What follows belongs to an exercise in optimizing a design on an open flow for small area and few clock cycles per item; a production flow would make more cautious choices.
Function was checked by simulation only, so behaviour that the tests miss may differ from the original.
No activity file was given, so power comes from the tool's default toggle rates.

## flow/design.v (module list and top-level ports; edited modules follow where they fit)
// module pipeline_division: 1382 lines
// module pipeline_division_steps_1_7: 158 lines
// module pipeline_division_steps_8_11: 246 lines
// module pipeline_division_steps_12_14: 165 lines
// module pipeline_division_steps_15_17: 199 lines
// module pipeline_division_steps_18_20: 233 lines
module pipeline_division #(
  parameter int DIVINDED_WIDTH = 32,
  parameter int DIVISOR_WIDTH  = 32
)(
  input                           clk_i,
  input                           rst_i,
  input  [DIVINDED_WIDTH - 1 : 0] divinded_i,
  input  [DIVISOR_WIDTH - 1 : 0]  divisor_i,
  input                           valid_i,
  output                          ready_o,
  output [DIVINDED_WIDTH - 1 : 0] quotient_o,
  output [DIVISOR_WIDTH - 1 : 0]  reminder_o,
  output                          valid_o,
  input                           ready_i
);
  // ...
==> flow/run.sh <==
#!/bin/bash
# synth_recipe.tcl (not shown) runs the flow's synth.tcl, then flattens the netlist and writes it again
# the make line also repeats each setting of config.mk as NAME=value (left out here)
make -C /OpenROAD-flow-scripts/flow DESIGN_CONFIG=/design/flow/config.mk WORK_HOME=/design/flow/orfs CLKGATE_MAP_FILE= SYNTH_SCRIPT=/design/flow/synth_recipe.tcl finish
==> flow/config.mk <==
export PLATFORM = sky130hd
export DESIGN_NAME = pipeline_division
export DESIGN_NICKNAME = pipeline_division
export VERILOG_FILES = /design/flow/design.v
export SDC_FILE = /design/flow/constraint.sdc
export NUM_CORES = 4
export LEC_CHECK = 0
export ABC_AREA = 1
export CAP_MARGIN = 20
export CORE_MARGIN = 2
export CORE_UTILIZATION = 65
export CTS_BUF_LIST = sky130_fd_sc_hd__clkbuf_8
export CTS_CLUSTER_DIAMETER = 80
export CTS_CLUSTER_SIZE = 16
export PLACE_DENSITY = 0.75
export SLEW_MARGIN = 20
export SYNTH_HIERARCHICAL = 1
==> flow/constraint.sdc <==
create_clock -name core_clock -period 5.0 [get_ports {clk_i}]
set_input_delay 1.0000 -clock core_clock [delete_from_list [all_inputs] [get_ports {clk_i}]]
set_output_delay 1.0000 -clock core_clock [all_outputs]
set_load 0.01 [all_outputs]
==> impl_metrics.json, run 1 <==
{
  "period_needed_ps": 4750,
  "worst-path-buf-inv": 5,
  "synth_edf_count": 903,
  "nNonClkInverters": 1000,
  "drc": 0,
  "die-area_sq_um": 95800,
  "p_per_area_nw_per_um2": 685,
  "worst_clock_skew_ps": 52.5,
  "synth_cell_types": 76,
  "wl_met1_mm": 50.1,
  "regToRegSetupSlack_ps": 250,
  "synth_ff_type": "edfxtp_1",
  "relSlewSlack_pct": 34.1,
  "cts_tree": "done",
  "ir_drop_uv": 396,
  "worst_pin_slew_ps": 989,
  "multi_input_area_share_pct": 42.7,
  "status": "finished clean",
  "cp.required_ps": 5490,
  "yosysTopAreaCell": "edfxtp_1",
  "p_seq_mw": 15.4,
  "clkSinkCount": 914,
  "busiest_layer": "met2",
  "powerComb_mw": 25.5,
  "multi_input_cells": 5502,
  "synth_top_family_by_area": "simple AND/OR/NAND/NOR gates"
}
Testbench counts, summed over its fixed seeds: cycles 4,044, items 4,000.
==> inputs of run 2 (changes only) <==
--- a/flow/design.v
+++ b/flow/design.v
@@ -2157,227 +2157,427 @@
 );
   logic [17:0] x_18;
   assign x_18 = { rem_i, sh_i[31] };
   logic [17:0] g0_18, e0_18;
   assign g0_18 = ~x_18 & dv_i[17:0];
   assign e0_18 = ~x_18 | dv_i[17:0];
   logic g1_18_1; assign g1_18_1 = g0_18[1] | ( e0_18[1] & g0_18[0] );
   logic e1_18_1; assign e1_18_1 = e0_18[1] & e0_18[0];
+  logic g1_18_2; assign g1_18_2 = g0_18[2] | ( e0_18[2] & g0_18[1] );
+  logic e1_18_2; assign e1_18_2 = e0_18[2] & e0_18[1];
   logic g1_18_3; assign g1_18_3 = g0_18[3] | ( e0_18[3] & g0_18[2] );
   logic e1_18_3; assign e1_18_3 = e0_18[3] & e0_18[2];
+  logic g1_18_4; assign g1_18_4 = g0_18[4] | ( e0_18[4] & g0_18[3] );
+  logic e1_18_4; assign e1_18_4 = e0_18[4] & e0_18[3];
   logic g1_18_5; assign g1_18_5 = g0_18[5] | ( e0_18[5] & g0_18[4] );
   logic e1_18_5; assign e1_18_5 = e0_18[5] & e0_18[4];
+  logic g1_18_6; assign g1_18_6 = g0_18[6] | ( e0_18[6] & g0_18[5] );
+  logic e1_18_6; assign e1_18_6 = e0_18[6] & e0_18[5];
   logic g1_18_7; assign g1_18_7 = g0_18[7] | ( e0_18[7] & g0_18[6] );
   logic e1_18_7; assign e1_18_7 = e0_18[7] & e0_18[6];
+  logic g1_18_8; assign g1_18_8 = g0_18[8] | ( e0_18[8] & g0_18[7] );
+  logic e1_18_8; assign e1_18_8 = e0_18[8] & e0_18[7];
   logic g1_18_9; assign g1_18_9 = g0_18[9] | ( e0_18[9] & g0_18[8] );
   logic e1_18_9; assign e1_18_9 = e0_18[9] & e0_18[8];
+  logic g1_18_10; assign g1_18_10 = g0_18[10] | ( e0_18[10] & g0_18[9] );
+  logic e1_18_10; assign e1_18_10 = e0_18[10] & e0_18[9];
   logic g1_18_11; assign g1_18_11 = g0_18[11] | ( e0_18[11] & g0_18[10] );
   logic e1_18_11; assign e1_18_11 = e0_18[11] & e0_18[10];
+  logic g1_18_12; assign g1_18_12 = g0_18[12] | ( e0_18[12] & g0_18[11] );
+  logic e1_18_12; assign e1_18_12 = e0_18[12] & e0_18[11];
   logic g1_18_13; assign g1_18_13 = g0_18[13] | ( e0_18[13] & g0_18[12] );
   logic e1_18_13; assign e1_18_13 = e0_18[13] & e0_18[12];
+  logic g1_18_14; assign g1_18_14 = g0_18[14] | ( e0_18[14] & g0_18[13] );
+  logic e1_18_14; assign e1_18_14 = e0_18[14] & e0_18[13];
   logic g1_18_15; assign g1_18_15 = g0_18[15] | ( e0_18[15] & g0_18[14] );
   logic e1_18_15; assign e1_18_15 = e0_18[15] & e0_18[14];
+  logic g1_18_16; assign g1_18_16 = g0_18[16] | ( e0_18[16] & g0_18[15] );
+  logic e1_18_16; assign e1_18_16 = e0_18[16] & e0_18[15];
   logic g1_18_17; assign g1_18_17 = g0_18[17] | ( e0_18[17] & g0_18[16] );
   logic e1_18_17; assign e1_18_17 = e0_18[17] & e0_18[16];
+  logic g2_18_2; assign g2_18_2 = g1_18_2 | ( e1_18_2 & g0_18[0] );
+  logic e2_18_2; assign e2_18_2 = e1_18_2 & e0_18[0];
   logic g2_18_3; assign g2_18_3 = g1_18_3 | ( e1_18_3 & g1_18_1 );
   logic e2_18_3; assign e2_18_3 = e1_18_3 & e1_18_1;
+  logic g2_18_4; assign g2_18_4 = g1_18_4 | ( e1_18_4 & g1_18_2 );
+  logic e2_18_4; assign e2_18_4 = e1_18_4 & e1_18_2;
+  logic g2_18_5; assign g2_18_5 = g1_18_5 | ( e1_18_5 & g1_18_3 );
+  logic e2_18_5; assign e2_18_5 = e1_18_5 & e1_18_3;
+  logic g2_18_6; assign g2_18_6 = g1_18_6 | ( e1_18_6 & g1_18_4 );
+  logic e2_18_6; assign e2_18_6 = e1_18_6 & e1_18_4;
   logic g2_18_7; assign g2_18_7 = g1_18_7 | ( e1_18_7 & g1_18_5 );
   logic e2_18_7; assign e2_18_7 = e1_18_7 & e1_18_5;
+  logic g2_18_8; assign g2_18_8 = g1_18_8 | ( e1_18_8 & g1_18_6 );
+  logic e2_18_8; assign e2_18_8 = e1_18_8 & e1_18_6;
+  logic g2_18_9; assign g2_18_9 = g1_18_9 | ( e1_18_9 & g1_18_7 );
+  logic e2_18_9; assign e2_18_9 = e1_18_9 & e1_18_7;
+  logic g2_18_10; assign g2_18_10 = g1_18_10 | ( e1_18_10 & g1_18_8 );
+  logic e2_18_10; assign e2_18_10 = e1_18_10 & e1_18_8;
   logic g2_18_11; assign g2_18_11 = g1_18_11 | ( e1_18_11 & g1_18_9 );
   logic e2_18_11; assign e2_18_11 = e1_18_11 & e1_18_9;
+  logic g2_18_12; assign g2_18_12 = g1_18_12 | ( e1_18_12 & g1_18_10 );
+  logic e2_18_12; assign e2_18_12 = e1_18_12 & e1_18_10;
+  logic g2_18_13; assign g2_18_13 = g1_18_13 | ( e1_18_13 & g1_18_11 );
+  logic e2_18_13; assign e2_18_13 = e1_18_13 & e1_18_11;
+  logic g2_18_14; assign g2_18_14 = g1_18_14 | ( e1_18_14 & g1_18_12 );
+  logic e2_18_14; assign e2_18_14 = e1_18_14 & e1_18_12;
   logic g2_18_15; assign g2_18_15 = g1_18_15 | ( e1_18_15 & g1_18_13 );
   logic e2_18_15; assign e2_18_15 = e1_18_15 & e1_18_13;
+  logic g2_18_16; assign g2_18_16 = g1_18_16 | ( e1_18_16 & g1_18_14 );
+  logic e2_18_16; assign e2_18_16 = e1_18_16 & e1_18_14;
+  logic g2_18_17; assign g2_18_17 = g1_18_17 | ( e1_18_17 & g1_18_15 );
+  logic e2_18_17; assign e2_18_17 = e1_18_17 & e1_18_15;
+  logic g3_18_4; assign g3_18_4 = g2_18_4 | ( e2_18_4 & g0_18[0] );
+  logic e3_18_4; assign e3_18_4 = e2_18_4 & e0_18[0];
+  logic g3_18_5; assign g3_18_5 = g2_18_5 | ( e2_18_5 & g1_18_1 );
+  logic e3_18_5; assign e3_18_5 = e2_18_5 & e1_18_1;
+  logic g3_18_6; assign g3_18_6 = g2_18_6 | ( e2_18_6 & g2_18_2 );
+  logic e3_18_6; assign e3_18_6 = e2_18_6 & e2_18_2;
   logic g3_18_7; assign g3_18_7 = g2_18_7 | ( e2_18_7 & g2_18_3 );
   logic e3_18_7; assign e3_18_7 = e2_18_7 & e2_18_3;
+  logic g3_18_8; assign g3_18_8 = g2_18_8 | ( e2_18_8 & g2_18_4 );
+  logic e3_18_8; assign e3_18_8 = e2_18_8 & e2_18_4;
+  logic g3_18_9; assign g3_18_9 = g2_18_9 | ( e2_18_9 & g2_18_5 );
+  logic e3_18_9; assign e3_18_9 = e2_18_9 & e2_18_5;
+  logic g3_18_10; assign g3_18_10 = g2_18_10 | ( e2_18_10 & g2_18_6 );
+  logic e3_18_10; assign e3_18_10 = e2_18_10 & e2_18_6;
+  logic g3_18_11; assign g3_18_11 = g2_18_11 | ( e2_18_11 & g2_18_7 );
+  logic e3_18_11; assign e3_18_11 = e2_18_11 & e2_18_7;
+  logic g3_18_12; assign g3_18_12 = g2_18_12 | ( e2_18_12 & g2_18_8 );
+  logic e3_18_12; assign e3_18_12 = e2_18_12 & e2_18_8;
+  logic g3_18_13; assign g3_18_13 = g2_18_13 | ( e2_18_13 & g2_18_9 );
+  logic e3_18_13; assign e3_18_13 = e2_18_13 & e2_18_9;
+  logic g3_18_14; assign g3_18_14 = g2_18_14 | ( e2_18_14 & g2_18_10 );
+  logic e3_18_14; assign e3_18_14 = e2_18_14 & e2_18_10;
   logic g3_18_15; assign g3_18_15 = g2_18_15 | ( e2_18_15 & g2_18_11 );
   logic e3_18_15; assign e3_18_15 = e2_18_15 & e2_18_11;
+  logic g3_18_16; assign g3_18_16 = g2_18_16 | ( e2_18_16 & g2_18_12 );
+  logic e3_18_16; assign e3_18_16 = e2_18_16 & e2_18_12;
+  logic g3_18_17; assign g3_18_17 = g2_18_17 | ( e2_18_17 & g2_18_13 );
+  logic e3_18_17; assign e3_18_17 = e2_18_17 & e2_18_13;
+  logic g4_18_8; assign g4_18_8 = g3_18_8 | ( e3_18_8 & g0_18[0] );
+  logic e4_18_8; assign e4_18_8 = e3_18_8 & e0_18[0];
+  logic g4_18_9; assign g4_18_9 = g3_18_9 | ( e3_18_9 & g1_18_1 );
+  logic e4_18_9; assign e4_18_9 = e3_18_9 & e1_18_1;
+  logic g4_18_10; assign g4_18_10 = g3_18_10 | ( e3_18_10 & g2_18_2 );
+  logic e4_18_10; assign e4_18_10 = e3_18_10 & e2_18_2;
+  logic g4_18_11; assign g4_18_11 = g3_18_11 | ( e3_18_11 & g2_18_3 );
+  logic e4_18_11; assign e4_18_11 = e3_18_11 & e2_18_3;
+  logic g4_18_12; assign g4_18_12 = g3_18_12 | ( e3_18_12 & g3_18_4 );
+  logic e4_18_12; assign e4_18_12 = e3_18_12 & e3_18_4;
+  logic g4_18_13; assign g4_18_13 = g3_18_13 | ( e3_18_13 & g3_18_5 );
+  logic e4_18_13; assign e4_18_13 = e3_18_13 & e3_18_5;
+  logic g4_18_14; assign g4_18_14 = g3_18_14 | ( e3_18_14 & g3_18_6 );
+  logic e4_18_14; assign e4_18_14 = e3_18_14 & e3_18_6;
   logic g4_18_15; assign g4_18_15 = g3_18_15 | ( e3_18_15 & g3_18_7 );
   logic e4_18_15; assign e4_18_15 = e3_18_15 & e3_18_7;
-  logic g8_18_11; assign g8_18_11 = g2_18_11 | ( e2_18_11 & g3_18_7 );
-  logic e8_18_11; assign e8_18_11 = e2_18_11 & e3_18_7;
-  logic g9_18_5; assign g9_18_5 = g1_18_5 | ( e1_18_5 & g2_18_3 );
-  logic e9_18_5; assign e9_18_5 = e1_18_5 & e2_18_3;
-  logic g9_18_9; assign g9_18_9 = g1_18_9 | ( e1_18_9 & g3_18_7 );
-  logic e9_18_9; assign e9_18_9 = e1_18_9 & e3_18_7;
-  logic g9_18_13; assign g9_18_13 = g1_18_13 | ( e1_18_13 & g8_18_11 );
-  logic e9_18_13; assign e9_18_13 = e1_18_13 & e8_18_11;
-  logic g9_18_17; assign g9_18_17 = g1_18_17 | ( e1_18_17 & g4_18_15 );
-  logic e9_18_17; assign e9_18_17 = e1_18_17 & e4_18_15;
-  logic g10_18_2; assign g10_18_2 = g0_18[2] | ( e0_18[2] & g1_18_1 );
-  logic e10_18_2; assign e10_18_2 = e0_18[2] & e1_18_1;
-  logic g10_18_4; assign g10_18_4 = g0_18[4] | ( e0_18[4] & g2_18_3 );
-  logic e10_18_4; assign e10_18_4 = e0_18[4] & e2_18_3;
-  logic g10_18_6; assign g10_18_6 = g0_18[6] | ( e0_18[6] & g9_18_5 );
-  logic e10_18_6; assign e10_18_6 = e0_18[6] & e9_18_5;
-  logic g10_18_8; assign g10_18_8 = g0_18[8] | ( e0_18[8] & g3_18_7 );
-  logic e10_18_8; assign e10_18_8 = e0_18[8] & e3_18_7;
-  logic g10_18_10; assign g10_18_10 = g0_18[10] | ( e0_18[10] & g9_18_9 );
-  logic e10_18_10; assign e10_18_10 = e0_18[10] & e9_18_9;
-  logic g10_18_12; assign g10_18_12 = g0_18[12] | ( e0_18[12] & g8_18_11 );
-  logic e10_18_12; assign e10_18_12 = e0_18[12] & e8_18_11;
-  logic g10_18_14; assign g10_18_14 = g0_18[14] | ( e0_18[14] & g9_18_13 );
-  logic e10_18_14; assign e10_18_14 = e0_18[14] & e9_18_13;
-  logic g10_18_16; assign g10_18_16 = g0_18[16] | ( e0_18[16] & g4_18_15 );
-  logic e10_18_16; assign e10_18_16 = e0_18[16] & e4_18_15;
+  logic g4_18_16; assign g4_18_16 = g3_18_16 | ( e3_18_16 & g3_18_8 );
+  logic e4_18_16; assign e4_18_16 = e3_18_16 & e3_18_8;
+  logic g4_18_17; assign g4_18_17 = g3_18_17 | ( e3_18_17 & g3_18_9 );
+  logic e4_18_17; assign e4_18_17 = e3_18_17 & e3_18_9;
+  logic g5_18_16; assign g5_18_16 = g4_18_16 | ( e4_18_16 & g0_18[0] );
+  logic e5_18_16; assign e5_18_16 = e4_18_16 & e0_18[0];
+  logic g5_18_17; assign g5_18_17 = g4_18_17 | ( e4_18_17 & g1_18_1 );
+  logic e5_18_17; assign e5_18_17 = e4_18_17 & e1_18_1;
   logic q_18;
-  assign q_18 = !g9_18_17 && ( dv_i[31:18] == 14'( 0 ) );
+  assign q_18 = !g5_18_17 && ( dv_i[31:18] == 14'( 0 ) );
   logic [17:0] bw_18;
-  assign bw_18 = { g10_18_16, g4_18_15, g10_18_14, g9_18_13, g10_18_12, g8_18_11, g10_18_10, g9_18_9, g10_18_8, g3_18_7, g10_18_6, g9_18_5, g10_18_4, g2_18_3, g10_18_2, g1_18_1, g0_18[0], 1'b0 };
+  assign bw_18 = { g5_18_16, g4_18_15, g4_18_14, g4_18_13, g4_18_12, g4_18_11, g4_18_10, g4_18_9, g4_18_8, g3_18_7, g3_18_6, g3_18_5, g3_18_4, g2_18_3, g2_18_2, g1_18_1, g0_18[0], 1'b0 };
   logic [17:0] r_18;
   assign r_18 = x_18 ^ ( { 18{ q_18 } } & ( dv_i[17:0] ^ bw_18 ) );
   logic [31:0] s_18;
   assign s_18 = { sh_i[30:0], q_18 };
   logic [18:0] x_19;
   assign x_19 = { r_18, s_18[31] };
   logic [18:0] g0_19, e0_19;
   assign g0_19 = ~x_19 & dv_i[18:0];
   assign e0_19 = ~x_19 | dv_i[18:0];
   logic g1_19_1; assign g1_19_1 = g0_19[1] | ( e0_19[1] & g0_19[0] );
   logic e1_19_1; assign e1_19_1 = e0_19[1] & e0_19[0];
+  logic g1_19_2; assign g1_19_2 = g0_19[2] | ( e0_19[2] & g0_19[1] );
+  logic e1_19_2; assign e1_19_2 = e0_19[2] & e0_19[1];
   logic g1_19_3; assign g1_19_3 = g0_19[3] | ( e0_19[3] & g0_19[2] );
   logic e1_19_3; assign e1_19_3 = e0_19[3] & e0_19[2];
+  logic g1_19_4; assign g1_19_4 = g0_19[4] | ( e0_19[4] & g0_19[3] );
+  logic e1_19_4; assign e1_19_4 = e0_19[4] & e0_19[3];
   logic g1_19_5; assign g1_19_5 = g0_19[5] | ( e0_19[5] & g0_19[4] );
   logic e1_19_5; assign e1_19_5 = e0_19[5] & e0_19[4];
+  logic g1_19_6; assign g1_19_6 = g0_19[6] | ( e0_19[6] & g0_19[5] );
+  logic e1_19_6; assign e1_19_6 = e0_19[6] & e0_19[5];
   logic g1_19_7; assign g1_19_7 = g0_19[7] | ( e0_19[7] & g0_19[6] );
   logic e1_19_7; assign e1_19_7 = e0_19[7] & e0_19[6];
+  logic g1_19_8; assign g1_19_8 = g0_19[8] | ( e0_19[8] & g0_19[7] );
+  logic e1_19_8; assign e1_19_8 = e0_19[8] & e0_19[7];
   logic g1_19_9; assign g1_19_9 = g0_19[9] | ( e0_19[9] & g0_19[8] );
   logic e1_19_9; assign e1_19_9 = e0_19[9] & e0_19[8];
+  logic g1_19_10; assign g1_19_10 = g0_19[10] | ( e0_19[10] & g0_19[9] );
+  logic e1_19_10; assign e1_19_10 = e0_19[10] & e0_19[9];
   logic g1_19_11; assign g1_19_11 = g0_19[11] | ( e0_19[11] & g0_19[10] );
   logic e1_19_11; assign e1_19_11 = e0_19[11] & e0_19[10];
+  logic g1_19_12; assign g1_19_12 = g0_19[12] | ( e0_19[12] & g0_19[11] );
+  logic e1_19_12; assign e1_19_12 = e0_19[12] & e0_19[11];
   logic g1_19_13; assign g1_19_13 = g0_19[13] | ( e0_19[13] & g0_19[12] );
   logic e1_19_13; assign e1_19_13 = e0_19[13] & e0_19[12];
+  logic g1_19_14; assign g1_19_14 = g0_19[14] | ( e0_19[14] & g0_19[13] );
+  logic e1_19_14; assign e1_19_14 = e0_19[14] & e0_19[13];
   logic g1_19_15; assign g1_19_15 = g0_19[15] | ( e0_19[15] & g0_19[14] );
   logic e1_19_15; assign e1_19_15 = e0_19[15] & e0_19[14];
+  logic g1_19_16; assign g1_19_16 = g0_19[16] | ( e0_19[16] & g0_19[15] );
+  logic e1_19_16; assign e1_19_16 = e0_19[16] & e0_19[15];
   logic g1_19_17; assign g1_19_17 = g0_19[17] | ( e0_19[17] & g0_19[16] );
   logic e1_19_17; assign e1_19_17 = e0_19[17] & e0_19[16];
+  logic g1_19_18; assign g1_19_18 = g0_19[18] | ( e0_19[18] & g0_19[17] );
+  logic e1_19_18; assign e1_19_18 = e0_19[18] & e0_19[17];
+  logic g2_19_2; assign g2_19_2 = g1_19_2 | ( e1_19_2 & g0_19[0] );
+  logic e2_19_2; assign e2_19_2 = e1_19_2 & e0_19[0];
   logic g2_19_3; assign g2_19_3 = g1_19_3 | ( e1_19_3 & g1_19_1 );
   logic e2_19_3; assign e2_19_3 = e1_19_3 & e1_19_1;
+  logic g2_19_4; assign g2_19_4 = g1_19_4 | ( e1_19_4 & g1_19_2 );
+  logic e2_19_4; assign e2_19_4 = e1_19_4 & e1_19_2;
+  logic g2_19_5; assign g2_19_5 = g1_19_5 | ( e1_19_5 & g1_19_3 );
+  logic e2_19_5; assign e2_19_5 = e1_19_5 & e1_19_3;
+  logic g2_19_6; assign g2_19_6 = g1_19_6 | ( e1_19_6 & g1_19_4 );
+  logic e2_19_6; assign e2_19_6 = e1_19_6 & e1_19_4;
   logic g2_19_7; assign g2_19_7 = g1_19_7 | ( e1_19_7 & g1_19_5 );
   logic e2_19_7; assign e2_19_7 = e1_19_7 & e1_19_5;
+  logic g2_19_8; assign g2_19_8 = g1_19_8 | ( e1_19_8 & g1_19_6 );
+  logic e2_19_8; assign e2_19_8 = e1_19_8 & e1_19_6;
+  logic g2_19_9; assign g2_19_9 = g1_19_9 | ( e1_19_9 & g1_19_7 );
+  logic e2_19_9; assign e2_19_9 = e1_19_9 & e1_19_7;
+  logic g2_19_10; assign g2_19_10 = g1_19_10 | ( e1_19_10 & g1_19_8 );
+  logic e2_19_10; assign e2_19_10 = e1_19_10 & e1_19_8;
   logic g2_19_11; assign g2_19_11 = g1_19_11 | ( e1_19_11 & g1_19_9 );
   logic e2_19_11; assign e2_19_11 = e1_19_11 & e1_19_9;
+  logic g2_19_12; assign g2_19_12 = g1_19_12 | ( e1_19_12 & g1_19_10 );
+  logic e2_19_12; assign e2_19_12 = e1_19_12 & e1_19_10;
+  logic g2_19_13; assign g2_19_13 = g1_19_13 | ( e1_19_13 & g1_19_11 );
+  logic e2_19_13; assign e2_19_13 = e1_19_13 & e1_19_11;
+  logic g2_19_14; assign g2_19_14 = g1_19_14 | ( e1_19_14 & g1_19_12 );
+  logic e2_19_14; assign e2_19_14 = e1_19_14 & e1_19_12;
   logic g2_19_15; assign g2_19_15 = g1_19_15 | ( e1_19_15 & g1_19_13 );
   logic e2_19_15; assign e2_19_15 = e1_19_15 & e1_19_13;
+  logic g2_19_16; assign g2_19_16 = g1_19_16 | ( e1_19_16 & g1_19_14 );
+  logic e2_19_16; assign e2_19_16 = e1_19_16 & e1_19_14;
+  logic g2_19_17; assign g2_19_17 = g1_19_17 | ( e1_19_17 & g1_19_15 );
+  logic e2_19_17; assign e2_19_17 = e1_19_17 & e1_19_15;
+  logic g2_19_18; assign g2_19_18 = g1_19_18 | ( e1_19_18 & g1_19_16 );
+  logic e2_19_18; assign e2_19_18 = e1_19_18 & e1_19_16;
+  logic g3_19_4; assign g3_19_4 = g2_19_4 | ( e2_19_4 & g0_19[0] );
+  logic e3_19_4; assign e3_19_4 = e2_19_4 & e0_19[0];
+  logic g3_19_5; assign g3_19_5 = g2_19_5 | ( e2_19_5 & g1_19_1 );
+  logic e3_19_5; assign e3_19_5 = e2_19_5 & e1_19_1;
+  logic g3_19_6; assign g3_19_6 = g2_19_6 | ( e2_19_6 & g2_19_2 );
+  logic e3_19_6; assign e3_19_6 = e2_19_6 & e2_19_2;
   logic g3_19_7; assign g3_19_7 = g2_19_7 | ( e2_19_7 & g2_19_3 );
   logic e3_19_7; assign e3_19_7 = e2_19_7 & e2_19_3;
+  logic g3_19_8; assign g3_19_8 = g2_19_8 | ( e2_19_8 & g2_19_4 );
+  logic e3_19_8; assign e3_19_8 = e2_19_8 & e2_19_4;
+  logic g3_19_9; assign g3_19_9 = g2_19_9 | ( e2_19_9 & g2_19_5 );
+  logic e3_19_9; assign e3_19_9 = e2_19_9 & e2_19_5;
+  logic g3_19_10; assign g3_19_10 = g2_19_10 | ( e2_19_10 & g2_19_6 );
+  logic e3_19_10; assign e3_19_10 = e2_19_10 & e2_19_6;
+  logic g3_19_11; assign g3_19_11 = g2_19_11 | ( e2_19_11 & g2_19_7 );
+  logic e3_19_11; assign e3_19_11 = e2_19_11 & e2_19_7;
+  logic g3_19_12; assign g3_19_12 = g2_19_12 | ( e2_19_12 & g2_19_8 );
+  logic e3_19_12; assign e3_19_12 = e2_19_12 & e2_19_8;
+  logic g3_19_13; assign g3_19_13 = g2_19_13 | ( e2_19_13 & g2_19_9 );
+  logic e3_19_13; assign e3_19_13 = e2_19_13 & e2_19_9;
+  logic g3_19_14; assign g3_19_14 = g2_19_14 | ( e2_19_14 & g2_19_10 );
+  logic e3_19_14; assign e3_19_14 = e2_19_14 & e2_19_10;
   logic g3_19_15; assign g3_19_15 = g2_19_15 | ( e2_19_15 & g2_19_11 );
   logic e3_19_15; assign e3_19_15 = e2_19_15 & e2_19_11;
+  logic g3_19_16; assign g3_19_16 = g2_19_16 | ( e2_19_16 & g2_19_12 );
+  logic e3_19_16; assign e3_19_16 = e2_19_16 & e2_19_12;
+  logic g3_19_17; assign g3_19_17 = g2_19_17 | ( e2_19_17 & g2_19_13 );
+  logic e3_19_17; assign e3_19_17 = e2_19_17 & e2_19_13;
+  logic g3_19_18; assign g3_19_18 = g2_19_18 | ( e2_19_18 & g2_19_14 );
+  logic e3_19_18; assign e3_19_18 = e2_19_18 & e2_19_14;
+  logic g4_19_8; assign g4_19_8 = g3_19_8 | ( e3_19_8 & g0_19[0] );
+  logic e4_19_8; assign e4_19_8 = e3_19_8 & e0_19[0];
+  logic g4_19_9; assign g4_19_9 = g3_19_9 | ( e3_19_9 & g1_19_1 );
+  logic e4_19_9; assign e4_19_9 = e3_19_9 & e1_19_1;
+  logic g4_19_10; assign g4_19_10 = g3_19_10 | ( e3_19_10 & g2_19_2 );
+  logic e4_19_10; assign e4_19_10 = e3_19_10 & e2_19_2;
+  logic g4_19_11; assign g4_19_11 = g3_19_11 | ( e3_19_11 & g2_19_3 );
+  logic e4_19_11; assign e4_19_11 = e3_19_11 & e2_19_3;
+  logic g4_19_12; assign g4_19_12 = g3_19_12 | ( e3_19_12 & g3_19_4 );
+  logic e4_19_12; assign e4_19_12 = e3_19_12 & e3_19_4;
+  logic g4_19_13; assign g4_19_13 = g3_19_13 | ( e3_19_13 & g3_19_5 );
+  logic e4_19_13; assign e4_19_13 = e3_19_13 & e3_19_5;
+  logic g4_19_14; assign g4_19_14 = g3_19_14 | ( e3_19_14 & g3_19_6 );
+  logic e4_19_14; assign e4_19_14 = e3_19_14 & e3_19_6;
   logic g4_19_15; assign g4_19_15 = g3_19_15 | ( e3_19_15 & g3_19_7 );
   logic e4_19_15; assign e4_19_15 = e3_19_15 & e3_19_7;
-  logic g8_19_11; assign g8_19_11 = g2_19_11 | ( e2_19_11 & g3_19_7 );
-  logic e8_19_11; assign e8_19_11 = e2_19_11 & e3_19_7;
-  logic g9_19_5; assign g9_19_5 = g1_19_5 | ( e1_19_5 & g2_19_3 );
-  logic e9_19_5; assign e9_19_5 = e1_19_5 & e2_19_3;
-  logic g9_19_9; assign g9_19_9 = g1_19_9 | ( e1_19_9 & g3_19_7 );
-  logic e9_19_9; assign e9_19_9 = e1_19_9 & e3_19_7;
-  logic g9_19_13; assign g9_19_13 = g1_19_13 | ( e1_19_13 & g8_19_11 );
-  logic e9_19_13; assign e9_19_13 = e1_19_13 & e8_19_11;
-  logic g9_19_17; assign g9_19_17 = g1_19_17 | ( e1_19_17 & g4_19_15 );
-  logic e9_19_17; assign e9_19_17 = e1_19_17 & e4_19_15;
-  logic g10_19_2; assign g10_19_2 = g0_19[2] | ( e0_19[2] & g1_19_1 );
-  logic e10_19_2; assign e10_19_2 = e0_19[2] & e1_19_1;
-  logic g10_19_4; assign g10_19_4 = g0_19[4] | ( e0_19[4] & g2_19_3 );
-  logic e10_19_4; assign e10_19_4 = e0_19[4] & e2_19_3;
-  logic g10_19_6; assign g10_19_6 = g0_19[6] | ( e0_19[6] & g9_19_5 );
-  logic e10_19_6; assign e10_19_6 = e0_19[6] & e9_19_5;
-  logic g10_19_8; assign g10_19_8 = g0_19[8] | ( e0_19[8] & g3_19_7 );
-  logic e10_19_8; assign e10_19_8 = e0_19[8] & e3_19_7;
-  logic g10_19_10; assign g10_19_10 = g0_19[10] | ( e0_19[10] & g9_19_9 );
-  logic e10_19_10; assign e10_19_10 = e0_19[10] & e9_19_9;
-  logic g10_19_12; assign g10_19_12 = g0_19[12] | ( e0_19[12] & g8_19_11 );
-  logic e10_19_12; assign e10_19_12 = e0_19[12] & e8_19_11;
-  logic g10_19_14; assign g10_19_14 = g0_19[14] | ( e0_19[14] & g9_19_13 );
-  logic e10_19_14; assign e10_19_14 = e0_19[14] & e9_19_13;
-  logic g10_19_16; assign g10_19_16 = g0_19[16] | ( e0_19[16] & g4_19_15 );
-  logic e10_19_16; assign e10_19_16 = e0_19[16] & e4_19_15;
-  logic g10_19_18; assign g10_19_18 = g0_19[18] | ( e0_19[18] & g9_19_17 );
-  logic e10_19_18; assign e10_19_18 = e0_19[18] & e9_19_17;
+  logic g4_19_16; assign g4_19_16 = g3_19_16 | ( e3_19_16 & g3_19_8 );
+  logic e4_19_16; assign e4_19_16 = e3_19_16 & e3_19_8;
+  logic g4_19_17; assign g4_19_17 = g3_19_17 | ( e3_19_17 & g3_19_9 );
+  logic e4_19_17; assign e4_19_17 = e3_19_17 & e3_19_9;
+  logic g4_19_18; assign g4_19_18 = g3_19_18 | ( e3_19_18 & g3_19_10 );
+  logic e4_19_18; assign e4_19_18 = e3_19_18 & e3_19_10;
+  logic g5_19_16; assign g5_19_16 = g4_19_16 | ( e4_19_16 & g0_19[0] );
+  logic e5_19_16; assign e5_19_16 = e4_19_16 & e0_19[0];
+  logic g5_19_17; assign g5_19_17 = g4_19_17 | ( e4_19_17 & g1_19_1 );
+  logic e5_19_17; assign e5_19_17 = e4_19_17 & e1_19_1;
+  logic g5_19_18; assign g5_19_18 = g4_19_18 | ( e4_19_18 & g2_19_2 );
+  logic e5_19_18; assign e5_19_18 = e4_19_18 & e2_19_2;
   logic q_19;
-  assign q_19 = !g10_19_18 && ( dv_i[31:19] == 13'( 0 ) );
+  assign q_19 = !g5_19_18 && ( dv_i[31:19] == 13'( 0 ) );
   logic [18:0] bw_19;
-  assign bw_19 = { g9_19_17, g10_19_16, g4_19_15, g10_19_14, g9_19_13, g10_19_12, g8_19_11, g10_19_10, g9_19_9, g10_19_8, g3_19_7, g10_19_6, g9_19_5, g10_19_4, g2_19_3, g10_19_2, g1_19_1, g0_19[0], 1'b0 };
+  assign bw_19 = { g5_19_17, g5_19_16, g4_19_15, g4_19_14, g4_19_13, g4_19_12, g4_19_11, g4_19_10, g4_19_9, g4_19_8, g3_19_7, g3_19_6, g3_19_5, g3_19_4, g2_19_3, g2_19_2, g1_19_1, g0_19[0], 1'b0 };
   logic [18:0] r_19;
   assign r_19 = x_19 ^ ( { 19{ q_19 } } & ( dv_i[18:0] ^ bw_19 ) );
   logic [31:0] s_19;
   assign s_19 = { s_18[30:0], q_19 };
   logic [19:0] x_20;
   assign x_20 = { r_19, s_19[31] };
   logic [19:0] g0_20, e0_20;
   assign g0_20 = ~x_20 & dv_i[19:0];
   assign e0_20 = ~x_20 | dv_i[19:0];
   logic g1_20_1; assign g1_20_1 = g0_20[1] | ( e0_20[1] & g0_20[0] );
   logic e1_20_1; assign e1_20_1 = e0_20[1] & e0_20[0];
+  logic g1_20_2; assign g1_20_2 = g0_20[2] | ( e0_20[2] & g0_20[1] );
+  logic e1_20_2; assign e1_20_2 = e0_20[2] & e0_20[1];
   logic g1_20_3; assign g1_20_3 = g0_20[3] | ( e0_20[3] & g0_20[2] );
   logic e1_20_3; assign e1_20_3 = e0_20[3] & e0_20[2];
+  logic g1_20_4; assign g1_20_4 = g0_20[4] | ( e0_20[4] & g0_20[3] );
+  logic e1_20_4; assign e1_20_4 = e0_20[4] & e0_20[3];
   logic g1_20_5; assign g1_20_5 = g0_20[5] | ( e0_20[5] & g0_20[4] );
   logic e1_20_5; assign e1_20_5 = e0_20[5] & e0_20[4];
+  logic g1_20_6; assign g1_20_6 = g0_20[6] | ( e0_20[6] & g0_20[5] );
+  logic e1_20_6; assign e1_20_6 = e0_20[6] & e0_20[5];
   logic g1_20_7; assign g1_20_7 = g0_20[7] | ( e0_20[7] & g0_20[6] );
   logic e1_20_7; assign e1_20_7 = e0_20[7] & e0_20[6];
+  logic g1_20_8; assign g1_20_8 = g0_20[8] | ( e0_20[8] & g0_20[7] );
+  logic e1_20_8; assign e1_20_8 = e0_20[8] & e0_20[7];
   logic g1_20_9; assign g1_20_9 = g0_20[9] | ( e0_20[9] & g0_20[8] );
   logic e1_20_9; assign e1_20_9 = e0_20[9] & e0_20[8];
+  logic g1_20_10; assign g1_20_10 = g0_20[10] | ( e0_20[10] & g0_20[9] );
+  logic e1_20_10; assign e1_20_10 = e0_20[10] & e0_20[9];
   logic g1_20_11; assign g1_20_11 = g0_20[11] | ( e0_20[11] & g0_20[10] );
   logic e1_20_11; assign e1_20_11 = e0_20[11] & e0_20[10];
+  logic g1_20_12; assign g1_20_12 = g0_20[12] | ( e0_20[12] & g0_20[11] );
+  logic e1_20_12; assign e1_20_12 = e0_20[12] & e0_20[11];
   logic g1_20_13; assign g1_20_13 = g0_20[13] | ( e0_20[13] & g0_20[12] );
   logic e1_20_13; assign e1_20_13 = e0_20[13] & e0_20[12];
+  logic g1_20_14; assign g1_20_14 = g0_20[14] | ( e0_20[14] & g0_20[13] );
+  logic e1_20_14; assign e1_20_14 = e0_20[14] & e0_20[13];
   logic g1_20_15; assign g1_20_15 = g0_20[15] | ( e0_20[15] & g0_20[14] );
   logic e1_20_15; assign e1_20_15 = e0_20[15] & e0_20[14];
+  logic g1_20_16; assign g1_20_16 = g0_20[16] | ( e0_20[16] & g0_20[15] );
+  logic e1_20_16; assign e1_20_16 = e0_20[16] & e0_20[15];
   logic g1_20_17; assign g1_20_17 = g0_20[17] | ( e0_20[17] & g0_20[16] );
   logic e1_20_17; assign e1_20_17 = e0_20[17] & e0_20[16];
+  logic g1_20_18; assign g1_20_18 = g0_20[18] | ( e0_20[18] & g0_20[17] );
+  logic e1_20_18; assign e1_20_18 = e0_20[18] & e0_20[17];
   logic g1_20_19; assign g1_20_19 = g0_20[19] | ( e0_20[19] & g0_20[18] );
   logic e1_20_19; assign e1_20_19 = e0_20[19] & e0_20[18];
+  logic g2_20_2; assign g2_20_2 = g1_20_2 | ( e1_20_2 & g0_20[0] );
+  logic e2_20_2; assign e2_20_2 = e1_20_2 & e0_20[0];
   logic g2_20_3; assign g2_20_3 = g1_20_3 | ( e1_20_3 & g1_20_1 );
   logic e2_20_3; assign e2_20_3 = e1_20_3 & e1_20_1;
+  logic g2_20_4; assign g2_20_4 = g1_20_4 | ( e1_20_4 & g1_20_2 );
+  logic e2_20_4; assign e2_20_4 = e1_20_4 & e1_20_2;
+  logic g2_20_5; assign g2_20_5 = g1_20_5 | ( e1_20_5 & g1_20_3 );
+  logic e2_20_5; assign e2_20_5 = e1_20_5 & e1_20_3;
+  logic g2_20_6; assign g2_20_6 = g1_20_6 | ( e1_20_6 & g1_20_4 );
+  logic e2_20_6; assign e2_20_6 = e1_20_6 & e1_20_4;
   logic g2_20_7; assign g2_20_7 = g1_20_7 | ( e1_20_7 & g1_20_5 );
   logic e2_20_7; assign e2_20_7 = e1_20_7 & e1_20_5;
+  logic g2_20_8; assign g2_20_8 = g1_20_8 | ( e1_20_8 & g1_20_6 );
+  logic e2_20_8; assign e2_20_8 = e1_20_8 & e1_20_6;
+  logic g2_20_9; assign g2_20_9 = g1_20_9 | ( e1_20_9 & g1_20_7 );
+  logic e2_20_9; assign e2_20_9 = e1_20_9 & e1_20_7;
+  logic g2_20_10; assign g2_20_10 = g1_20_10 | ( e1_20_10 & g1_20_8 );
+  logic e2_20_10; assign e2_20_10 = e1_20_10 & e1_20_8;
   logic g2_20_11; assign g2_20_11 = g1_20_11 | ( e1_20_11 & g1_20_9 );
   logic e2_20_11; assign e2_20_11 = e1_20_11 & e1_20_9;
+  logic g2_20_12; assign g2_20_12 = g1_20_12 | ( e1_20_12 & g1_20_10 );
+  logic e2_20_12; assign e2_20_12 = e1_20_12 & e1_20_10;
+  logic g2_20_13; assign g2_20_13 = g1_20_13 | ( e1_20_13 & g1_20_11 );
+  logic e2_20_13; assign e2_20_13 = e1_20_13 & e1_20_11;
+  logic g2_20_14; assign g2_20_14 = g1_20_14 | ( e1_20_14 & g1_20_12 );
+  logic e2_20_14; assign e2_20_14 = e1_20_14 & e1_20_12;
   logic g2_20_15; assign g2_20_15 = g1_20_15 | ( e1_20_15 & g1_20_13 );
   logic e2_20_15; assign e2_20_15 = e1_20_15 & e1_20_13;
+  logic g2_20_16; assign g2_20_16 = g1_20_16 | ( e1_20_16 & g1_20_14 );
+  logic e2_20_16; assign e2_20_16 = e1_20_16 & e1_20_14;
+  logic g2_20_17; assign g2_20_17 = g1_20_17 | ( e1_20_17 & g1_20_15 );
+  logic e2_20_17; assign e2_20_17 = e1_20_17 & e1_20_15;
+  logic g2_20_18; assign g2_20_18 = g1_20_18 | ( e1_20_18 & g1_20_16 );
+  logic e2_20_18; assign e2_20_18 = e1_20_18 & e1_20_16;
   logic g2_20_19; assign g2_20_19 = g1_20_19 | ( e1_20_19 & g1_20_17 );
   logic e2_20_19; assign e2_20_19 = e1_20_19 & e1_20_17;
+  logic g3_20_4; assign g3_20_4 = g2_20_4 | ( e2_20_4 & g0_20[0] );
+  logic e3_20_4; assign e3_20_4 = e2_20_4 & e0_20[0];
+  logic g3_20_5; assign g3_20_5 = g2_20_5 | ( e2_20_5 & g1_20_1 );
+  logic e3_20_5; assign e3_20_5 = e2_20_5 & e1_20_1;
+  logic g3_20_6; assign g3_20_6 = g2_20_6 | ( e2_20_6 & g2_20_2 );
+  logic e3_20_6; assign e3_20_6 = e2_20_6 & e2_20_2;
   logic g3_20_7; assign g3_20_7 = g2_20_7 | ( e2_20_7 & g2_20_3 );
   logic e3_20_7; assign e3_20_7 = e2_20_7 & e2_20_3;
+  logic g3_20_8; assign g3_20_8 = g2_20_8 | ( e2_20_8 & g2_20_4 );
+  logic e3_20_8; assign e3_20_8 = e2_20_8 & e2_20_4;
+  logic g3_20_9; assign g3_20_9 = g2_20_9 | ( e2_20_9 & g2_20_5 );
+  logic e3_20_9; assign e3_20_9 = e2_20_9 & e2_20_5;
+  logic g3_20_10; assign g3_20_10 = g2_20_10 | ( e2_20_10 & g2_20_6 );
+  logic e3_20_10; assign e3_20_10 = e2_20_10 & e2_20_6;
+  logic g3_20_11; assign g3_20_11 = g2_20_11 | ( e2_20_11 & g2_20_7 );
+  logic e3_20_11; assign e3_20_11 = e2_20_11 & e2_20_7;
+  logic g3_20_12; assign g3_20_12 = g2_20_12 | ( e2_20_12 & g2_20_8 );
+  logic e3_20_12; assign e3_20_12 = e2_20_12 & e2_20_8;
+  logic g3_20_13; assign g3_20_13 = g2_20_13 | ( e2_20_13 & g2_20_9 );
+  logic e3_20_13; assign e3_20_13 = e2_20_13 & e2_20_9;
+  logic g3_20_14; assign g3_20_14 = g2_20_14 | ( e2_20_14 & g2_20_10 );
+  logic e3_20_14; assign e3_20_14 = e2_20_14 & e2_20_10;
   logic g3_20_15; assign g3_20_15 = g2_20_15 | ( e2_20_15 & g2_20_11 );
   logic e3_20_15; assign e3_20_15 = e2_20_15 & e2_20_11;
+  logic g3_20_16; assign g3_20_16 = g2_20_16 | ( e2_20_16 & g2_20_12 );
+  logic e3_20_16; assign e3_20_16 = e2_20_16 & e2_20_12;
+  logic g3_20_17; assign g3_20_17 = g2_20_17 | ( e2_20_17 & g2_20_13 );
+  logic e3_20_17; assign e3_20_17 = e2_20_17 & e2_20_13;
+  logic g3_20_18; assign g3_20_18 = g2_20_18 | ( e2_20_18 & g2_20_14 );
+  logic e3_20_18; assign e3_20_18 = e2_20_18 & e2_20_14;
+  logic g3_20_19; assign g3_20_19 = g2_20_19 | ( e2_20_19 & g2_20_15 );
+  logic e3_20_19; assign e3_20_19 = e2_20_19 & e2_20_15;
+  logic g4_20_8; assign g4_20_8 = g3_20_8 | ( e3_20_8 & g0_20[0] );
+  logic e4_20_8; assign e4_20_8 = e3_20_8 & e0_20[0];
+  logic g4_20_9; assign g4_20_9 = g3_20_9 | ( e3_20_9 & g1_20_1 );
+  logic e4_20_9; assign e4_20_9 = e3_20_9 & e1_20_1;
+  logic g4_20_10; assign g4_20_10 = g3_20_10 | ( e3_20_10 & g2_20_2 );
+  logic e4_20_10; assign e4_20_10 = e3_20_10 & e2_20_2;
+  logic g4_20_11; assign g4_20_11 = g3_20_11 | ( e3_20_11 & g2_20_3 );
+  logic e4_20_11; assign e4_20_11 = e3_20_11 & e2_20_3;
+  logic g4_20_12; assign g4_20_12 = g3_20_12 | ( e3_20_12 & g3_20_4 );
+  logic e4_20_12; assign e4_20_12 = e3_20_12 & e3_20_4;
+  logic g4_20_13; assign g4_20_13 = g3_20_13 | ( e3_20_13 & g3_20_5 );
+  logic e4_20_13; assign e4_20_13 = e3_20_13 & e3_20_5;
+  logic g4_20_14; assign g4_20_14 = g3_20_14 | ( e3_20_14 & g3_20_6 );
+  logic e4_20_14; assign e4_20_14 = e3_20_14 & e3_20_6;
   logic g4_20_15; assign g4_20_15 = g3_20_15 | ( e3_20_15 & g3_20_7 );
   logic e4_20_15; assign e4_20_15 = e3_20_15 & e3_20_7;
-  logic g8_20_11; assign g8_20_11 = g2_20_11 | ( e2_20_11 & g3_20_7 );
-  logic e8_20_11; assign e8_20_11 = e2_20_11 & e3_20_7;
-  logic g8_20_19; assign g8_20_19 = g2_20_19 | ( e2_20_19 & g4_20_15 );
-  logic e8_20_19; assign e8_20_19 = e2_20_19 & e4_20_15;
-  logic g9_20_5; assign g9_20_5 = g1_20_5 | ( e1_20_5 & g2_20_3 );
-  logic e9_20_5; assign e9_20_5 = e1_20_5 & e2_20_3;
-  logic g9_20_9; assign g9_20_9 = g1_20_9 | ( e1_20_9 & g3_20_7 );
-  logic e9_20_9; assign e9_20_9 = e1_20_9 & e3_20_7;
-  logic g9_20_13; assign g9_20_13 = g1_20_13 | ( e1_20_13 & g8_20_11 );
-  logic e9_20_13; assign e9_20_13 = e1_20_13 & e8_20_11;
-  logic g9_20_17; assign g9_20_17 = g1_20_17 | ( e1_20_17 & g4_20_15 );
-  logic e9_20_17; assign e9_20_17 = e1_20_17 & e4_20_15;
-  logic g10_20_2; assign g10_20_2 = g0_20[2] | ( e0_20[2] & g1_20_1 );
-  logic e10_20_2; assign e10_20_2 = e0_20[2] & e1_20_1;
-  logic g10_20_4; assign g10_20_4 = g0_20[4] | ( e0_20[4] & g2_20_3 );
-  logic e10_20_4; assign e10_20_4 = e0_20[4] & e2_20_3;
-  logic g10_20_6; assign g10_20_6 = g0_20[6] | ( e0_20[6] & g9_20_5 );
-  logic e10_20_6; assign e10_20_6 = e0_20[6] & e9_20_5;
-  logic g10_20_8; assign g10_20_8 = g0_20[8] | ( e0_20[8] & g3_20_7 );
-  logic e10_20_8; assign e10_20_8 = e0_20[8] & e3_20_7;
-  logic g10_20_10; assign g10_20_10 = g0_20[10] | ( e0_20[10] & g9_20_9 );
-  logic e10_20_10; assign e10_20_10 = e0_20[10] & e9_20_9;
-  logic g10_20_12; assign g10_20_12 = g0_20[12] | ( e0_20[12] & g8_20_11 );
-  logic e10_20_12; assign e10_20_12 = e0_20[12] & e8_20_11;
-  logic g10_20_14; assign g10_20_14 = g0_20[14] | ( e0_20[14] & g9_20_13 );
-  logic e10_20_14; assign e10_20_14 = e0_20[14] & e9_20_13;
-  logic g10_20_16; assign g10_20_16 = g0_20[16] | ( e0_20[16] & g4_20_15 );
-  logic e10_20_16; assign e10_20_16 = e0_20[16] & e4_20_15;
-  logic g10_20_18; assign g10_20_18 = g0_20[18] | ( e0_20[18] & g9_20_17 );
-  logic e10_20_18; assign e10_20_18 = e0_20[18] & e9_20_17;
+  logic g4_20_16; assign g4_20_16 = g3_20_16 | ( e3_20_16 & g3_20_8 );
+  logic e4_20_16; assign e4_20_16 = e3_20_16 & e3_20_8;
+  logic g4_20_17; assign g4_20_17 = g3_20_17 | ( e3_20_17 & g3_20_9 );
+  logic e4_20_17; assign e4_20_17 = e3_20_17 & e3_20_9;
+  logic g4_20_18; assign g4_20_18 = g3_20_18 | ( e3_20_18 & g3_20_10 );
+  logic e4_20_18; assign e4_20_18 = e3_20_18 & e3_20_10;
+  logic g4_20_19; assign g4_20_19 = g3_20_19 | ( e3_20_19 & g3_20_11 );
+  logic e4_20_19; assign e4_20_19 = e3_20_19 & e3_20_11;
+  logic g5_20_16; assign g5_20_16 = g4_20_16 | ( e4_20_16 & g0_20[0] );
+  logic e5_20_16; assign e5_20_16 = e4_20_16 & e0_20[0];
+  logic g5_20_17; assign g5_20_17 = g4_20_17 | ( e4_20_17 & g1_20_1 );
+  logic e5_20_17; assign e5_20_17 = e4_20_17 & e1_20_1;
+  logic g5_20_18; assign g5_20_18 = g4_20_18 | ( e4_20_18 & g2_20_2 );
+  logic e5_20_18; assign e5_20_18 = e4_20_18 & e2_20_2;
+  logic g5_20_19; assign g5_20_19 = g4_20_19 | ( e4_20_19 & g2_20_3 );
+  logic e5_20_19; assign e5_20_19 = e4_20_19 & e2_20_3;
   logic q_20;
-  assign q_20 = !g8_20_19 && ( dv_i[31:20] == 12'( 0 ) );
+  assign q_20 = !g5_20_19 && ( dv_i[31:20] == 12'( 0 ) );
   logic [19:0] bw_20;
-  assign bw_20 = { g10_20_18, g9_20_17, g10_20_16, g4_20_15, g10_20_14, g9_20_13, g10_20_12, g8_20_11, g10_20_10, g9_20_9, g10_20_8, g3_20_7, g10_20_6, g9_20_5, g10_20_4, g2_20_3, g10_20_2, g1_20_1, g0_20[0], 1'b0 };
+  assign bw_20 = { g5_20_18, g5_20_17, g5_20_16, g4_20_15, g4_20_14, g4_20_13, g4_20_12, g4_20_11, g4_20_10, g4_20_9, g4_20_8, g3_20_7, g3_20_6, g3_20_5, g3_20_4, g2_20_3, g2_20_2, g1_20_1, g0_20[0], 1'b0 };
   logic [19:0] r_20;
   assign r_20 = x_20 ^ ( { 20{ q_20 } } & ( dv_i[19:0] ^ bw_20 ) );
   logic [31:0] s_20;
   assign s_20 = { s_19[30:0], q_20 };
   assign rem_o = r_20;
   assign sh_o  = s_20;
 endmodule
==> run 2 against run 1 <==
Synthesized cell count rose by 4.6%. Sequential power hardly changed. Critical path depth is 2 higher. Synthesized area rose by 2.3%. Final cell count increased by 3.9%. Sequential cell count is the same. Clock power is essentially flat.
==> impl_metrics.json, run 2 <==
{
  "cp.required_ps": 5510,
  "grt.total_usage_pct": 28.4,
  "drc": 0,
  "drt_pre_antenna_iters": 6,
  "antenna_found_initial": 2,
  "worstPathArrival_ps": 5240,
  "synthTopCellsByArea": "edfxtp_1 44%, nand2_1 16%, nand3_1 7.3%, inv_1 5.4%, xor2_1 4.6%",
  "gp_congestion": 0.946,
  "yosysTopAreaCell": "edfxtp_1",
  "postSynthAreaPerCell_sq_um": 7.74,
  "core_area_sq_um": 94700,
  "leakagePower_nw": 31.7,
  "period_needed_ps": 4730,
  "root_buffer": "clkbuf_8",
  "yosysTopAreaCellShare_pct": 43.7,
  "grt_start_max_net_pins": 161,
  "fp.dieW_um": 313,
  "grt-ovfl-total": 0,
  "via_per_inst": 5.45,
  "syn-cell-area_sq_um": 62000,
  "yosysSeqAreaShare_pct": 44.2,
  "worst_clock_skew_ps": 46.1,
  "period_share_pct": 94.6,
  "insertion_delay_ps": 770,
  "max_stage_delay_ps": 520,
  "slew_viol_final": 0,
  "grt_pass1_wl_mm": 229,
  "die_h_um": 313,
  "ys_async_sr_fraction_pct": 1.20,
  "die-area_sq_um": 97900,
  "routed_wl_mm": 141,
  "drt_iter0_markers": 3456,
  "slowest_stage": "edfxtp_1",
  "rows": 113,
  "drive_above_1_share_pct": 12.2,
  "path_clk_slew_ps": 100,
  "endpoint_kind": "flip-flop",
  "ys.warnings.count": 7,
  "ios": 134,
  "first_global_vias": 49400,
  "max_freq_mhz": 212,
  "dpl.hpwl_mm": 111,
  "worstPathMaxFanout": 10,
  "ir_drop_uv": 399,
  "cts-htree-levels": 3,
  "portBuffers": 133,
  "clkSinkCount": 914,
  "synth_nets": 8087,
  "fin_nets": 8290,
  "netlist_instances": 8019,
  "synth_ff_type": "edfxtp_1",
  "synth-seq-cells": 914,
  "relSlewSlack_pct": 41.7,
  "holdBufCountCts": 0,
  "synth_common_cells": "2,694 x nand2_1, 911 x nand3_1, 903 x edfxtp_1",
  "vias": 51900,
  "hold_violations": 0,
  "min_path_type": "reg2reg",
  "max_cap_violations": 0,
  "final_cell_mix": "2,673 x nand2_1, 903 x edfxtp_1, 901 x inv_1",
  "finalNonFillerCells": 9515,
  "fin_total_pwr_mw": 46.4,
  "synth_cell_types": 72,
  "cpMostUsedCell": "nand2_1",
  "dp_cells": 9351,
  "crit_type": "reg2reg",
  "final_common_cell": "nand2_1",
  "nFillCells": 7624,
  "wl_per_cell_um": 14.8,
  "synth_edf_count": 903,
  "area_growth_pct": 7.74,
  "status": "finished clean",
  "numCtsBuffers": 73,
  "p_per_area_nw_per_um2": 694,
  "cts_tree": "done",
  "ant_nets": 0,
  "crit_path_start_kind": "flip-flop",
  "worst_pin_slew_ps": 874,
  "cts_max_path_buffers": 3,
  "start_util_pct": 65.5,
  "finalSetupViolations": 0,
  "yosysMostFrequentCell": "nand2_1"
}
run 2: cell types whose count changed in the layout (fill, tap and decap cells not counted), moves of 8 or more:
cell     change
xor2_1      -13
nor2_1      +47
a21oi_1      +8
nand2_2      +9
nand4_1     +26
nand2_1    +169
o21ai_0     +12
inv_1       +36
nand3_1     +65
inv_2       +18
run 2: per-layer routing:
metal | track usage [%] | routed length (um) | vias up | part of all wire [%]
li1 | - | - | 26500 | -
met1 | 30.0 | 53400 | 23800 | 38
met2 | 54.3 | 74400 | 1088 | 53
met3 | 3.01 | 4790 | 386 | 3.4
met4 | 16.8 | 8700 | 2 | 6.2
met5 | 0 | 13 | - | 0.0092
run 2: final timing paths:
path,from,end,slack [ps],cells past startpoint
setup / recovery,dv_2[4],rem_3[11],270,38
hold / removal,sh_5[23],sh_6[25],410,0
setup reg to reg,dv_2[4],rem_3[11],270,38
hold reg to reg,sh_5[23],sh_6[25],410,0
max in group asynchronous,rst_i,vld[1],4140,2
min in group asynchronous,rst_i,vld[4],540,2
run 2: critical path: cells and delay by family, from the launching register on:
kind	cells	cell delay (ps)
buf+inv	7	910
compound gates	1	90
flops	1	520
simple gates	30	2950
run 2: where the power goes:
| group | leakage (nW) | switching, mW | internal (mW) |
|---|---|---|---|
| clock | 0.657 | 2.51 | 1.50 |
| combinational | 21.7 | 17.9 | 9.03 |
| sequential | 9.32 | 2.38 | 13.0 |
run 2: kinds of logic (layout without fill, tap and decap cells):
group           after synthesis  count (layout)  share of synthesized area [%]
xor+xnor                    377             377                           5.42
mux                           7               7                          0.127
other cells                   0               2                              0
buf+inv                    1306            1532                           9.60
simple gates               4888            4891                           35.7
flops                       914             914                           44.2
compound gates              527             527                           4.96
run 2: area by class of cell:
| cell class | instances | area, sq um | area share [%] |
|---|---|---|---|
| diodes | 2 | 5.00 | 0.00749 |
| well taps | 1265 | 1580 | 2.37 |
| flip-flops and latches | 914 | 27400 | 41.0 |
| clock buffers | 73 | 1000 | 1.50 |
| clock inverters | 28 | 269 | 0.402 |
| repair buffers | 379 | 3480 | 5.21 |
| multi-input cells | 5802 | 29100 | 43.6 |
| inverters | 1052 | 3990 | 5.97 |
run 2: stage by stage:
step                utilization (%)  cell area (sq um)  setup slack [ps]  hold slack, ps  TNS, ps
detailed placement             68.2              64600              -670             405    -4990
global route                   70.6              66800             -80.3             426     -447
CTS                            69.5              65900               158             417        0
finish                         70.6              66800               272             410        0
global placement               68.2              64600              -539             400    -3720
floorplan                         -              62100               319             400        0
run 2: repair_timing:
| action | in CTS | in global routing |
|---|---|---|
| gates resized for setup | 0 | 126 |
| buffers inserted | 0 | 55 |
| setup endpoints to repair | 0 | 110 |
run 2: modules after synthesis, one instance, submodules excluded:
module,cells inside,flops+latches,times used
pipeline_division_steps_12_14,551,0,1
pipeline_division,4675,914,1
pipeline_division_steps_8_11,660,0,1
pipeline_division_steps_15_17,687,0,1
pipeline_division_steps_18_20,1098,0,1
pipeline_division_steps_1_7,348,0,1
Testbench counts of run 2, summed over its fixed seeds: cycles 4,044, items 4,000.

what the ideal ports hide:
How much do the figures lean on ideal ports? The routed layouts below were timed once more, with nothing changed but the port constraints.
Step 1, drivers: a clkbuf_16 drives clk_i and a buf_2 each remaining input, both assumed.
Step 2 also shifts input and output timing later by t, the mid clock arrival at the registers, as if the neighbouring blocks saw the same clock.
Three values: ideal ports, drivers, drivers and shift; two values: the first two.
run	t (ns)	setup slack, ns	latest minus earliest clock arrival (ns)	worst register clock-pin slew, ns	worst slew at a driven data input, ns
run 1	0.802	0.252 / 0.252 / -0.469	0.053 / 0.052	0.12 / 0.12	0.05
run 2	0.818	0.272 / 0.272 / -0.259	0.048 / 0.047	0.12 / 0.12	0.06
Met with ideal ports but missed after step 2: setup timing in run 1 and run 2. For run 1, which loses most, drivers alone change the setup slack by 0.000 ns; drivers and shift together by -0.721 ns.
